Source: an optimization exercise on an open RTL-to-GDS flow (aim: small area and a short achievable clock period). Production flows keep margins and buffers that such runs may drop.
RTL that was checked went through simulation tests only; none was proved equivalent to the original.
The RTL of runs 1 and 2 was laid out without a check of its function.
Power figures rest on the tool's default switching activity, not on a simulated workload.

==> config.mk <==
export PLATFORM = sky130hd
export DESIGN_NAME = pifo_reg
export DESIGN_NICKNAME = pifo_reg
export VERILOG_FILES = /design/flow/design.v
export SDC_FILE = /design/flow/constraint.sdc
export NUM_CORES = 4
export LEC_CHECK = 0
export CAP_MARGIN = 20
export CORE_MARGIN = 2
export CORE_UTILIZATION = 40
export SLEW_MARGIN = 20
==> constraint.sdc <==
create_clock -name core_clock -period 16.0 [get_ports {clk}]
set_input_delay 3.2000 -clock core_clock [delete_from_list [all_inputs] [get_ports {clk}]]
set_output_delay 3.2000 -clock core_clock [all_outputs]
set_load 0.01 [all_outputs]
==> run.sh <==
#!/bin/bash
# synth_recipe.tcl (not shown) runs the flow's synth.tcl, then flattens the netlist and writes it again
# the make line also repeats each setting of config.mk as NAME=value (left out here)
make -C /OpenROAD-flow-scripts/flow DESIGN_CONFIG=/design/flow/config.mk WORK_HOME=/design/flow/orfs CLKGATE_MAP_FILE= SYNTH_SCRIPT=/design/flow/synth_recipe.tcl finish
==> design.v <==
`timescale 1ns/1ps
module pifo_reg
#(
    parameter L2_REG_WIDTH = 4,
    parameter RANK_WIDTH = 16,
    parameter META_WIDTH = 12
)
(
    input                       rst,
    input                       clk,
    output reg                  full,
    input                       insert,
    input [RANK_WIDTH-1:0]      rank_in,
    input [META_WIDTH-1:0]      meta_in,
    output reg                  valid_out,
    input                       remove,
    output [RANK_WIDTH-1:0]     rank_out,
    output [META_WIDTH-1:0]     meta_out,
    output reg                  max_valid_out,
    output [RANK_WIDTH-1:0]     max_rank_out,
    output [META_WIDTH-1:0]     max_meta_out,
    output reg [L2_REG_WIDTH:0] num_entries,
    output reg                  empty
);
    localparam N  = 2**L2_REG_WIDTH;
    localparam RW = RANK_WIDTH;
    localparam MW = META_WIDTH;
    localparam SW = L2_REG_WIDTH;
    localparam EW = RW + MW + SW;       
    function automatic gt_tree(input [RW-1:0] a, input [RW-1:0] b, input cin);
        reg [RW-1:0] g, e;
        integer w, k;
        begin
            g = a & ~b;
            e = ~(a ^ b);
            for (w = RW; w > 1; w = w / 2)
                for (k = 0; k < w / 2; k = k + 1) begin
                    g[k] = g[2*k+1] | (e[2*k+1] & g[2*k]);
                    e[k] = e[2*k+1] & e[2*k];
                end
            gt_tree = g[0] | (e[0] & cin);
        end
    endfunction
    reg [EW-1:0] ent [0:N-1];
    reg [RW-1:0] max_rank;
    reg [MW-1:0] max_meta;
    reg          insert_ltch;
    reg          calc_min_max;
    reg [RW-1:0] rank_in_ltch;
    reg [MW-1:0] meta_in_ltch;
    wire nz      = |num_entries;
    wire do_rem  = remove & nz;
    wire do_ins  = ~do_rem & (insert | insert_ltch);
    wire is_full = num_entries[SW];
    wire [RW-1:0] new_rank = insert ? rank_in : rank_in_ltch;
    wire [MW-1:0] new_meta = insert ? meta_in : meta_in_ltch;
    wire [SW-1:0] s_max    = ent[N-1][RW+MW +: SW];
    wire [SW-1:0] new_slot = is_full ? s_max : num_entries[SW-1:0];
    wire [EW-1:0] new_ent  = {new_slot, new_meta, new_rank};
    wire [N-1:0] v;
    wire [N-1:0] c;
    genvar g;
    generate
        for (g = 0; g < N; g = g + 1) begin : cmp
            wire [SW-1:0] sl = ent[g][RW+MW +: SW];
            wire sg = is_full & (sl > s_max);
            assign v[g] = num_entries > g;
            assign c[g] = ~v[g] | gt_tree(ent[g][RW-1:0], new_rank, sg);
        end
    endgenerate
    wire [N-1:0] ld, up, hold;
    wire         dn = do_rem;
    assign ld   = {N{do_ins}} & c & ~{c[N-2:0], 1'b0};
    assign up   = {N{do_ins}} & {c[N-2:0], 1'b0};
    assign hold = ~(ld | up | {N{dn}});
    integer i;
    reg [EW-1:0] nxt_up, nxt_dn;
    always @(posedge clk) begin
        for (i = 0; i < N; i = i + 1) begin
            nxt_up = (i > 0) ? ent[i-1] : {EW{1'b0}};
            if (i < N-1) begin
                nxt_dn = ent[i+1];
                nxt_dn[RW+MW +: SW] = ent[i+1][RW+MW +: SW] - (ent[i+1][RW+MW +: SW] > ent[0][RW+MW +: SW]);
            end else
                nxt_dn = {EW{1'b0}};
            ent[i] <= ({EW{ld[i]}}   & new_ent)
                    | ({EW{up[i]}}   & nxt_up)
                    | ({EW{dn}}      & nxt_dn)
                    | ({EW{hold[i]}} & ent[i]);
        end
    end
    wire max_new = do_ins & (is_full ? (c[N-1] & ~c[N-2]) : ~|(c & v));
    wire max_sec = do_ins & is_full & c[N-2];
    always @(posedge clk) begin
        if (max_new) begin
            max_rank <= new_rank;
            max_meta <= new_meta;
        end else if (max_sec) begin
            max_rank <= ent[N-2][RW-1:0];
            max_meta <= ent[N-2][RW +: MW];
        end
    end
    assign rank_out     = ent[0][RW-1:0];
    assign meta_out     = ent[0][RW +: MW];
    assign max_rank_out = max_rank;
    assign max_meta_out = max_meta;
    always @(posedge clk) begin
        if (rst) begin
            valid_out <= 1'b0;
            max_valid_out <= 1'b0;
        end else begin
            if (insert | remove) begin
                valid_out <= 1'b0;
                max_valid_out <= 1'b0;
            end
            if (calc_min_max & nz) begin
                valid_out <= 1'b1;
                max_valid_out <= 1'b1;
            end
        end
    end
    always @(posedge clk) begin
        if (rst) begin
            num_entries <= 0;
            calc_min_max <= 0;
            insert_ltch <= 0;
            empty <= 1'b0;
            full <= 1'b0;
        end else begin
            calc_min_max <= 0;
            if (do_rem) begin
                if (num_entries == 1)
                    empty <= 1'b1;
                if (!insert)
                    full <= 1'b0;
                num_entries <= num_entries - 1'b1;
                calc_min_max <= 1;
                insert_ltch <= insert;
            end else if (do_ins) begin
                if (!is_full) begin
                    full <= (num_entries == N-1);
                    num_entries <= num_entries + 1'b1;
                end else
                    full <= 1'b1;
                empty <= 1'b0;
                calc_min_max <= 1;
                insert_ltch <= 0;
            end
        end
    end
    always @(posedge clk) begin
        if (do_rem) begin
            rank_in_ltch <= rank_in;
            meta_in_ltch <= meta_in;
        end
    end
endmodule
==> results of run 1 <==
==> worst max-delay path, delay by kind of cell <==
| family | cells | cell delay (ns) |
|---|---|---|
| AOI/OAI and AO/OA | 5 | 1.95 |
| buffers and inverters | 4 | 1.82 |
| and+or+nand+nor | 4 | 1.45 |
| muxes | 1 | 0.56 |
| adders and majority gates | 1 | 0.39 |
==> cells in the final DEF, fill, tap and decap left out, drive strengths merged, types with 40 or more instances in the layout <==
master and instances:
a21oi 119, a221o 153, a222oi 333, a22o 84, buf 69, clkbuf 99, clkdlybuf4s50 95, dfxtp 522
edfxtp 56, ha 405, inv 101, mux2i 40, nand2 800, nand3 49, nor2 78, nor3 84
o21ai 112
==> power breakdown <==
part / internal (mW) / switching [mW] / leakage, nW / total, mW
registers: 2.16 / 0.763 / 4.89 / 2.92
logic: 1.72 / 2.50 / 10.7 / 4.22
clock network: 0.936 / 0.677 / 1.14 / 1.61
total: 4.82 / 3.94 / 16.7 / 8.75
==> sequential cells by signal, summed over array words and instances, names as in the netlist <==
| name | count |
|---|---|
| num_entries | 5 |
| rank_in_ltch | 16 |
| max_rank | 16 |
| meta_in_ltch | 12 |
| calc_min_max | 1 |
| max_meta | 12 |
| ent | 512 |
| max_valid_out | 1 |
| full | 1 |
| insert_ltch | 1 |
| empty | 1 |
==> area by class of cell <==
class                   count  share of cell area, %
clock buffers              99                   5.35
multi-input cells        2728                   53.3
clock inverters            26                  0.745
inverters                 100                   1.01
well taps                1080                   3.57
repair buffers            164                   3.91
flip-flops and latches    578                   32.1
==> per-layer routing <==
layer | vias up | GRT usage, % | wire (µm)
met5 | - | 0 | 0
met4 | 0 | 9.96 | 3970
met3 | 206 | 4.52 | 9900
met2 | 1303 | 44.1 | 55100
met1 | 14900 | 36.6 | 51500
li1 | 14300 | - | -
==> logic make-up after synthesis <==
kind of cell,count (synthesis),share of synthesized area (%)
simple gates,1189,15.4
flops,578,36.2
xor+xnor,32,0.836
buf+inv,385,4.49
fa+ha+maj,405,15.1
mux,69,2.18
compound gates,1033,25.8
==> synth_stat cells (all sizes together), types with 4 or more instances <==
cell type	instances	area, µm²
a221oi	36	328
xor2	17	149
a22o	84	736
a211o	4	35.0
mux2	29	330
nor2	78	293
a22oi	33	248
nand2	800	3000
nand3	49	245
o21a	6	45.0
a221o	153	1530
o31ai	5	37.5
nand2b	17	106
a2111oi	6	52.6
a222oi	333	3330
nor3	84	425
o221ai	4	35.0
o21ai	112	561
nor2b	35	219
inv	99	372
ha	405	5070
a21oi	119	596
buf	45	230
a21o	37	278
a31oi	12	75.1
o211ai	21	158
xnor2	15	131
and3	13	81.3
a2111o	4	45.0
clkbuf	240	901
and4	22	193
a211oi	14	105
dfxtp	522	10500
a41o	7	70.1
a41oi	17	149
mux2i	40	400
edfxtp	56	1680
nand4	38	238
o2111ai	4	35.0
and2	33	206
==> worst max-delay path by stage <==
stage          depth (start not counted)   start            to  slack (ns)
2_1_floorplan                         13  insert   max_meta[0]        7.57
3_3_place_gp                          15  insert   max_meta[1]        6.45
3_5_place_dp                          15  insert   max_meta[2]        6.31
4_1_cts                               15  insert  max_rank[15]        6.94
5_1_grt                               15  insert  max_rank[15]        6.54
6_report                              15  insert  max_rank[15]        6.81
==> impl_metrics.yaml, run 1 <==
clock_tree:
  insertion_delay_ns: 0.64
  cts_setup_buffers: 0
  cts.path.max_buffers: 3
  cts_tree: "built"
  post_cts_resized: 0
  h-tree-depth: 3
  path_clk_slew_ns: 0.06
  cts_root_buffer: "clkbuf_16"
  hold_buffers: 0
  cts_buffers: 68
  cts_sinks: 578
global_routing:
  grt_pass1_vias: 28600
  grt-ovfl-total: 0
  track_usage_pct: 27.3
  grt_pass1_wl_um: 182000
  grt_max_degree: 172
  antenna_found_initial: 1
placed_design:
  dp_slack_ns: 6.31
  numPortBuffers: 96
  dp_cells: 4650
  place.gp.congestion: 0.965
  placed_area_um2: 35500
  hpwl_um: 81800
power_and_ir_drop:
  ir_drop_v: 0.000102
  p_per_area_nw_per_um2: 232
  power.total_mw: 8.75
  leakagePower_nw: 16.7
sta:
  final-hold-violation-count: 0
  fin_tns_setup_ns: 0
  fin_ws_ns: 6.81
  hold_ws_ns: 0.455
  final-max-slew-violation-count: 0
  max_slew_margin_pct: 22.1
  timing.final.crit_share_pct: 57.5
  rsz0062_at_grt: "false"
  tightestPinTransition_ns: 1.16
  fmax_ghz: 0.109
  setup_viol: 0
  fin_skew_ns: 0.0291
  fin_crit_ns: 9.19
job:
  cap_violations: 0
setup_path:
  worstPathRequired_ns: 16.25
  crit_arrival_ns: 9.44
  crit_path_start_kind: "primary input"
  worst_setup_path_end_kind: "flop"
  crit_path_max_fanout: 45
  cp_cell_sequence: "buf_2, buf_4, mux2_2, inv_1, ha_1, a211o_1, a31oi_1, nor3_1, nor4bb_1, o2111ai_1, a211o_1, nor4_4, buf_4, nand2b_1, a31oi_4"
  cp_slowest_cell: "nor4bb_1"
  worst_r2r_path_depth: 13
  reg2reg_slack_ns: 9.84
  r2r-end: "max_rank[15]"
  crit_type: "in -> reg"
  max_stage_delay_ns: 0.89
  r2r_start: "rank_in_ltch[3]"
synthesis:
  synth_seq_area_share_pct: 36.2
  synthArstFlopShare_pct: 0
  synth_top_flop_cell: "dfxtp_1"
  synth_cell_types: 79
  syn_area_per_cell_um2: 9.09
  netlist_area_um2: 33500
  synth_edf_count: 56
  synth.net_count: 4128
  ys_ff_latch: 578
  syn_inst: 3691
  ys_warn_count: 2
layout:
  nets: 4077
  drive_above_1_share_pct: 7.09
  fill_cells: 7980
  final_core_util_pct: 45.4
  final_cell_area_um2: 37800
  multi_input_area_um2: 20200
  seq_area_um2: 12100
  antenna_cells: 0
  fin_cells: 4775
  areaGrowthSynthToFinish_pct: 12.7
floorplanning:
  start_util_pct: 40.3
  die_area_um2: 86200
  row_count: 106
  ioPinCount: 97
  die_w_um: 294
  core_area_um2: 83300
  die_h_um: 294
routing:
  post_drt_wl_per_cell_um: 25.2
  drt_iter0_drc: 4366
  drt_drc_violations_left: 0
  antenna_left: 0
  routed_via_density: 6.45
  totalWireLength_um: 120000
  dr.pass1.iters: 12
  vias: 30800
hold_path:
  min_from: "ent[1][20]"
  min_path_cells: 2
  min_to: "ent[1][20]"
  min_path_type: "reg -> reg"
outcome:
  status: "no timing/DRC/antenna violations"
==> run 2: changes to the inputs <==
--- a/config.mk
+++ b/config.mk
@@ -5,6 +5,7 @@
 export SDC_FILE = /design/flow/constraint.sdc
 export NUM_CORES = 4
 export LEC_CHECK = 0
+export ABC_CLOCK_PERIOD_IN_PS = 4000
 export CAP_MARGIN = 20
 export CORE_MARGIN = 2
 export CORE_UTILIZATION = 40
==> run 2 against run 1 <==
Compared with the run above: clock power is essentially flat; clock skew is the same; sequential power is essentially flat; worst setup slack is the same; final cell count is the same; wire length is the same; synthesized area is the same; fmax is the same; via count is the same.
==> impl_metrics.yaml, run 2 <==
layout:
  drive_above_1_share_pct: 7.09
  areaGrowthSynthToFinish_pct: 12.7
  nets: 4077
  antenna_cells: 0
  top_register: "ent"
  top_regs: "ent: 512 flops, max_rank: 16 flops, rank_in_ltch: 16 flops"
  largest_reg_flops: 512
  layout_commonest_cell: "nand2_1"
  final_cell_mix: "800 x nand2_1, 522 x dfxtp_1, 405 x ha_1"
clock_tree:
  cts_tree: "built"
  cts.path.max_buffers: 3
  cts_buffers: 68
  cts_setup_buffers: 0
  hold_buffers: 0
  h-tree-depth: 3
  cts_sinks: 578
  path_clk_slew_ns: 0.06
  insertion_delay_ns: 0.64
  post_cts_resized: 0
  cts_root_buffer: "clkbuf_16"
synthesis:
  synthArstFlopShare_pct: 0
  synth_top_flop_cell: "dfxtp_1"
  synth.net_count: 4128
  synth_top_area_share_pct: 31.2
  synth.area.top_cells: "dfxtp_1 31%, ha_1 15%, a222oi_1 9.9%"
  netlist_area_um2: 33500
  synth_seq_area_share_pct: 36.2
  ys_top_cells_by_count: "800 x nand2_1, 522 x dfxtp_1, 405 x ha_1, 333 x a222oi_1, 240 x clkbuf_1"
  syn_inst: 3691
  ys_warn_count: 2
  synth_most_common_cell: "nand2_1"
  syn_area_per_cell_um2: 9.09
  synth_edf_count: 56
  synth_top_area_cell: "dfxtp_1"
  ys_ff_latch: 578
  synth_cell_types: 79
sta:
  max_slew_margin_pct: 22.1
  fmax_ghz: 0.109
  timing.final.crit_share_pct: 57.5
  final-max-slew-violation-count: 0
  fin_crit_ns: 9.19
  fin_tns_setup_ns: 0
  fin_ws_ns: 6.81
  rsz0062_at_grt: "false"
  final-hold-violation-count: 0
  fin_skew_ns: 0.0291
  tightestPinTransition_ns: 1.16
  setup_viol: 0
floorplanning:
  die_w_um: 294
  start_util_pct: 40.3
  row_count: 106
  die_h_um: 294
  die_area_um2: 86200
  ioPinCount: 97
  core_area_um2: 83300
setup_path:
  crit_type: "in -> reg"
  crit_arrival_ns: 9.44
  worstPathRequired_ns: 16.25
  crit_path_max_fanout: 45
  reg2reg_slack_ns: 9.84
  crit_path_start_kind: "primary input"
  worst_setup_path_end_kind: "flop"
global_routing:
  use_met2_pct: 44.1
  grt-ovfl-total: 0
  grtUsageMet1_pct: 36.6
  grt_max_degree: 172
  grt_pass1_vias: 28600
  grt_pass1_wl_um: 182000
  grt.busiest_layer: "met2"
  met3_usage_pct: 4.52
  track_usage_pct: 27.3
  antenna_found_initial: 1
placed_design:
  place.gp.congestion: 0.965
  dp_slack_ns: 6.31
  hpwl_um: 81800
  numPortBuffers: 96
routing:
  drt_drc_violations_left: 0
  drt_iter0_drc: 4366
  antenna_left: 0
  totalWireLength_um: 120000
  dr.pass1.iters: 12
  routed_via_density: 6.45
  vias: 30800
  post_drt_wl_per_cell_um: 25.2
job:
  cap_violations: 0
outcome:
  status: "no timing/DRC/antenna violations"
power_and_ir_drop:
  leakagePower_nw: 16.7
  ir_drop_v: 0.000102
  p_per_area_nw_per_um2: 232
hold_path:
  min_path_type: "reg -> reg"
run 2: cell counts after synthesis:
Identical to the previous run, type by type.
run 2: layout make-up:
type,count,area (µm²)
Clock inverter,26,282
Tap cell,1080,1350
Multi-Input combinational cell,2728,20200
Sequential cell,578,12100
Clock buffer,99,2020
Fill cell,7980,45500
Timing Repair Buffer,164,1480
Inverter,100,383
run 2: stage by stage:
stage	area (µm²)	hold slack [ns]	instances	utilization (%)	total power, mW
CTS	37800	0.457	4775	45.4	8.72
global placement	35500	0.444	4650	42.6	7.02
detailed placement	35500	0.449	4650	42.6	7.09
finish	37800	0.455	4775	45.4	8.75
global route	37800	0.472	4775	45.4	9.40
floorplan	33500	0.431	3691	-	5.55
run 2: report_power, final:
group,internal [mW],total [mW],switching (mW)
clock network,0.936,1.61,0.677
logic,1.72,4.22,2.50
registers,2.16,2.92,0.763
total,4.82,8.75,3.94
run 2: path summary, 6_finish.rpt:
| kind | from | to | cells past startpoint |
|---|---|---|---|
| max | insert | max_rank[15] | 15 |
| min | ent[1][20] | ent[1][20] | 2 |
| max reg2reg | rank_in_ltch[3] | max_rank[15] | 13 |
| min reg2reg | ent[1][20] | ent[1][20] | 2 |
run 2: cell families after synthesis:
kind of cell	share of synthesized area, %
AO/OA/AOI/OAI	25.8
XOR/XNOR	0.836
adder cells (fa/ha/maj)	15.1
buffers and inverters	4.49
flip-flops	36.2
multiplexers	2.18
AND/OR/NAND/NOR	15.4
run 2: worst max-delay path, stage by stage:
cell	delay [ns]
buf_2	0.07
buf_4	0.56
mux2_2	0.56
inv_1	0.65
ha_1	0.39
a211o_1	0.29
a31oi_1	0.30
nor3_1	0.10
nor4bb_1	0.89
o2111ai_1	0.23
a211o_1	0.34
nor4_4	0.26
buf_4	0.54
nand2b_1	0.20
a31oi_4	0.79
run 2: metal layers:
layer  share of wire, %  up-vias
met5                  0        -
met4                3.3        0
met3                8.2      206
met2                 46     1303
met1                 43    14900
li1                   -    14300
==> run 3: changes to the inputs <==
--- a/design.v
+++ b/design.v
@@ -26,22 +26,9 @@
     localparam RW = RANK_WIDTH;
     localparam MW = META_WIDTH;
     localparam SW = L2_REG_WIDTH;
-    localparam EW = RW + MW + SW;       
-    function automatic gt_tree(input [RW-1:0] a, input [RW-1:0] b, input cin);
-        reg [RW-1:0] g, e;
-        integer w, k;
-        begin
-            g = a & ~b;
-            e = ~(a ^ b);
-            for (w = RW; w > 1; w = w / 2)
-                for (k = 0; k < w / 2; k = k + 1) begin
-                    g[k] = g[2*k+1] | (e[2*k+1] & g[2*k]);
-                    e[k] = e[2*k+1] & e[2*k];
-                end
-            gt_tree = g[0] | (e[0] & cin);
-        end
-    endfunction
-    reg [EW-1:0] ent [0:N-1];
+    reg [RW-1:0] rank [0:N-1];
+    reg [MW-1:0] meta [0:N-1];
+    reg [SW-1:0] slot [0:N-1];
     reg [RW-1:0] max_rank;
     reg [MW-1:0] max_meta;
     reg          insert_ltch;
@@ -54,54 +41,67 @@
     wire is_full = num_entries[SW];
     wire [RW-1:0] new_rank = insert ? rank_in : rank_in_ltch;
     wire [MW-1:0] new_meta = insert ? meta_in : meta_in_ltch;
-    wire [SW-1:0] s_max    = ent[N-1][RW+MW +: SW];
-    wire [SW-1:0] new_slot = is_full ? s_max : num_entries[SW-1:0];
-    wire [EW-1:0] new_ent  = {new_slot, new_meta, new_rank};
-    wire [N-1:0] v;
+    wire [SW-1:0] new_slot = is_full ? slot[N-1] : num_entries[SW-1:0];
     wire [N-1:0] c;
+    wire [N-1:0] ld;    
+    wire [N-1:0] up;    
     genvar g;
     generate
         for (g = 0; g < N; g = g + 1) begin : cmp
-            wire [SW-1:0] sl = ent[g][RW+MW +: SW];
-            wire sg = is_full & (sl > s_max);
-            assign v[g] = num_entries > g;
-            assign c[g] = ~v[g] | gt_tree(ent[g][RW-1:0], new_rank, sg);
+            wire v  = num_entries > g;
+            wire sg = is_full & (slot[g] > slot[N-1]);
+            assign c[g] = ~v | (rank[g] > new_rank) | ((rank[g] == new_rank) & sg);
+            if (g == 0) begin : p0
+                assign ld[g] = c[g];
+                assign up[g] = 1'b0;
+            end else begin : pn
+                assign ld[g] = c[g] & ~c[g-1];
+                assign up[g] = c[g-1];
+            end
         end
     endgenerate
-    wire [N-1:0] ld, up, hold;
-    wire         dn = do_rem;
-    assign ld   = {N{do_ins}} & c & ~{c[N-2:0], 1'b0};
-    assign up   = {N{do_ins}} & {c[N-2:0], 1'b0};
-    assign hold = ~(ld | up | {N{dn}});
     integer i;
-    reg [EW-1:0] nxt_up, nxt_dn;
     always @(posedge clk) begin
-        for (i = 0; i < N; i = i + 1) begin
-            nxt_up = (i > 0) ? ent[i-1] : {EW{1'b0}};
-            if (i < N-1) begin
-                nxt_dn = ent[i+1];
-                nxt_dn[RW+MW +: SW] = ent[i+1][RW+MW +: SW] - (ent[i+1][RW+MW +: SW] > ent[0][RW+MW +: SW]);
-            end else
-                nxt_dn = {EW{1'b0}};
-            ent[i] <= ({EW{ld[i]}}   & new_ent)
-                    | ({EW{up[i]}}   & nxt_up)
-                    | ({EW{dn}}      & nxt_dn)
-                    | ({EW{hold[i]}} & ent[i]);
+        if (do_rem) begin
+            for (i = 0; i < N-1; i = i + 1) begin
+                rank[i] <= rank[i+1];
+                meta[i] <= meta[i+1];
+                slot[i] <= slot[i+1] - (slot[i+1] > slot[0]);
+            end
+        end else if (do_ins) begin
+            for (i = 0; i < N; i = i + 1) begin
+                if (ld[i]) begin
+                    rank[i] <= new_rank;
+                    meta[i] <= new_meta;
+                    slot[i] <= new_slot;
+                end else if (up[i]) begin
+                    rank[i] <= rank[i-1];
+                    meta[i] <= meta[i-1];
+                    slot[i] <= slot[i-1];
+                end
+            end
         end
     end
-    wire max_new = do_ins & (is_full ? (c[N-1] & ~c[N-2]) : ~|(c & v));
-    wire max_sec = do_ins & is_full & c[N-2];
     always @(posedge clk) begin
-        if (max_new) begin
-            max_rank <= new_rank;
-            max_meta <= new_meta;
-        end else if (max_sec) begin
-            max_rank <= ent[N-2][RW-1:0];
-            max_meta <= ent[N-2][RW +: MW];
+        if (do_ins) begin
+            if (is_full) begin
+                if (c[N-1]) begin
+                    if (c[N-2]) begin
+                        max_rank <= rank[N-2];
+                        max_meta <= meta[N-2];
+                    end else begin
+                        max_rank <= new_rank;
+                        max_meta <= new_meta;
+                    end
+                end
+            end else if (num_entries == 0 || !c[num_entries[SW-1:0]-1'b1]) begin
+                max_rank <= new_rank;
+                max_meta <= new_meta;
+            end
         end
     end
-    assign rank_out     = ent[0][RW-1:0];
-    assign meta_out     = ent[0][RW +: MW];
+    assign rank_out     = rank[0];
+    assign meta_out     = meta[0];
     assign max_rank_out = max_rank;
     assign max_meta_out = max_meta;
     always @(posedge clk) begin
--- a/config.mk
+++ b/config.mk
@@ -5,7 +5,6 @@
 export SDC_FILE = /design/flow/constraint.sdc
 export NUM_CORES = 4
 export LEC_CHECK = 0
-export ABC_CLOCK_PERIOD_IN_PS = 4000
 export CAP_MARGIN = 20
 export CORE_MARGIN = 2
 export CORE_UTILIZATION = 40
==> run 3 against run 2 <==
Compared with the run above: non-clock buffer count is 16 lower; clock-buffer cell count decreased by 12; design area is 12% higher; die area grew 13%; highest routed layer is now met5.
==> impl_metrics.yaml, run 3 <==
synthesis:
  synth.area.top_cells: "edfxtp_1 45%, ha_1 13%, mux2i_1 8.3%"
  synth_edf_count: 568
  ys_warn_count: 4
  synth.net_count: 4163
  ys_top_cells_by_count: "592 x nand2_1, 568 x edfxtp_1, 524 x o21ai_0, 406 x ha_1, 314 x mux2i_1"
  ys_ff_latch: 578
  synth-simple-area-share_pct: 11.5
  synthArstFlopShare_pct: 0
  synth_cell_types: 79
  synth_seq_area_share_pct: 45.6
  synth_top_area_cell: "edfxtp_1"
  syn_inst: 3725
  synth_top_family_by_area: "compound AO/OA/AOI/OAI gates"
  synth_compound_area_share_pct: 14.6
  synthXorXnorAreaFrac_pct: 0.834
  syn_area_per_cell_um2: 10.1
  synth_most_common_cell: "nand2_1"
  synth.mux.area_fraction_pct: 10.3
  synth_top_flop_cell: "edfxtp_1"
  synth_adder_area_share_pct: 13.4
  synth_top_area_share_pct: 45.1
  netlist_area_um2: 37800
setup_path:
  worstPathRequired_ns: 16.27
  crit_path_start_kind: "primary input"
  crit_type: "in -> reg"
  crit_path_max_fanout: 33
  worst_setup_path_end_kind: "flop"
  crit_arrival_ns: 9.13
sta:
  fin_crit_ns: 8.85
  timing.final.crit_share_pct: 55.3
  max_slew_margin_pct: 20.3
  fin_skew_ns: 0.0269
  final-max-slew-violation-count: 0
  fin_tns_setup_ns: 0
  tightestPinTransition_ns: 1.20
  setup_viol: 0
  fmax_ghz: 0.113
  final-hold-violation-count: 0
  rsz0062_at_grt: "false"
layout:
  drive_above_1_share_pct: 7.29
  areaGrowthSynthToFinish_pct: 12.0
  top_regs: "rank: 256 flops, meta: 192 flops, slot: 64 flops"
  top_register: "rank"
  multi_input_area_um2: 19400
  final_cell_mix: "591 x nand2_1, 568 x edfxtp_1, 516 x o21ai_0"
  antenna_cells: 0
  largest_reg_flops: 256
  seq_area_um2: 17300
  final_cell_area_um2: 42300
  layout_commonest_cell: "nand2_1"
  nets: 4157
  fill_cells: 8882
  fin_cells: 5027
routing:
  vias: 28700
  drt_drc_violations_left: 0
  dr_wl_met2_um: 51900
  post_drt_wl_per_cell_um: 21.5
  routed_via_density: 5.70
  wl_met3_um: 5190
  antenna_left: 0
  drt_iter0_drc: 2357
  dr.pass1.iters: 5
  wl_met1_um: 48700
  top_layer_used: "met5"
  totalWireLength_um: 108000
placed_design:
  hpwl_um: 76700
  numPortBuffers: 96
  place.gp.congestion: 0.887
  dp_cells: 4897
  placed_area_um2: 39900
outcome:
  status: "no timing/DRC/antenna violations"
floorplanning:
  row_count: 112
  start_util_pct: 40.4
  core_area_um2: 93500
  die_area_um2: 97000
  die_h_um: 311
  ioPinCount: 97
  die_w_um: 311
job:
  cap_violations: 0
clock_tree:
  cts_tree: "built"
  cts_setup_buffers: 0
  hold_buffers: 0
  path_clk_slew_ns: 0.05
  h-tree-depth: 3
  insertion_delay_ns: 0.63
  cts_buffers: 72
  cts_sinks: 578
  cts.path.max_buffers: 3
  cts_root_buffer: "clkbuf_16"
  post_cts_resized: 0
power_and_ir_drop:
  leakagePower_nw: 16.8
  ir_drop_v: 0.000169
  p_per_area_nw_per_um2: 236
hold_path:
  min_path_type: "reg -> reg"
global_routing:
  grt_max_degree: 272
  grt_pass1_vias: 28500
  grt_pass1_wl_um: 168000
  antenna_found_initial: 1
  grt-ovfl-total: 0
  track_usage_pct: 21.9
-- run 3: layout make-up --
cell class / count / share of cell area (%)
Inverter: 85 / 0.771
Clock buffer: 87 / 4.49
Sequential cell: 578 / 40.8
Tap cell: 1254 / 3.71
Multi-Input combinational cell: 2834 / 45.8
Clock inverter: 41 / 1.05
Timing Repair Buffer: 148 / 3.39
-- run 3: layer usage --
| layer | global-route usage (%) | vias to the layer above |
|---|---|---|
| li1 | - | 13800 |
| met1 | 29.6 | 14100 |
| met2 | 36.7 | 689 |
| met3 | 2.82 | 136 |
| met4 | 6.38 | 2 |
| met5 | 0 | - |
-- run 3: path summary, 6_finish.rpt --
path              cells past startpoint  slack, ns       startpoint           to
hold reg to reg                       2       0.52      meta[15][6]  meta[14][6]
hold / removal                        2       0.52      meta[15][6]  meta[14][6]
setup reg to reg                     12      10.10  rank_in_ltch[0]  max_meta[4]
setup / recovery                     14       7.15           insert  max_meta[4]
-- run 3: power by group --
part           internal, mW  total [mW]  switching (mW)
Combinational          1.84        4.67            2.83
Clock                 0.992        1.68           0.684
Sequential             2.93        3.64           0.709
Total                  5.76        9.98            4.23
-- run 3: logic make-up (layout without fill, tap and decap cells) --
kind of cell | count (synthesis) | count (layout)
xor+xnor | 36 | 36
fa+ha+maj | 406 | 406
compound gates | 992 | 992
simple gates | 1019 | 1019
mux | 381 | 381
flops | 578 | 578
buf+inv | 313 | 361
-- run 3: per-stage QoR --
step                      setup WS (ns)  hold WS (ns)  power [mW]  util [%]
after global placement             6.51         0.482        8.17      42.7
after CTS                          7.12         0.524        10.0      45.2
after floorplan                    6.75         0.456        6.73         -
final                              7.15         0.521        9.98      45.3
after global routing               6.75         0.542        10.8      45.3
after detailed placement           6.45         0.498        8.30      42.7
-- run 3: critical path, cell delays in order --
cell       delay [ns]
buf_2            0.08
buf_4            0.51
mux2i_1          0.87
clkinv_1         1.02
ha_1             0.62
nand2b_1         0.15
a2111oi_0        0.40
nor4_1           0.12
o32ai_2          0.56
nand2_1          0.15
o211a_1          0.16
o32ai_1          0.57
a41o_1           0.27
buf_4            0.37

[static timing again, ports no longer ideal]
Ports are ideal in the flow. The routed layouts listed here were re-timed in OpenROAD. Step 1: set_driving_cell puts a clkbuf_16 on clk and a buf_2 on each other input, an assumption about the parent block. Step 2 adds t to the input delays and takes it off the output delays; t is the mean of the earliest and latest rising clock arrival at the registers after step 1. Input paths then give back, and output paths get back, about the clock's delay inside the block. Slacks: ideal ports / drivers / drivers and shift; pairs: ideal ports / drivers.
run | shift t [ns] | setup slack, ns | latest minus earliest clock arrival (ns)
run 1 | 0.693 | 6.805 / 6.850 / 6.157 | 0.029 / 0.029
run 2 | 0.693 | 6.805 / 6.850 / 6.157 | 0.029 / 0.029
run 3 | 0.687 | 7.147 / 7.187 / 6.500 | 0.028 / 0.028
After both steps setup and hold are still met in every run listed.
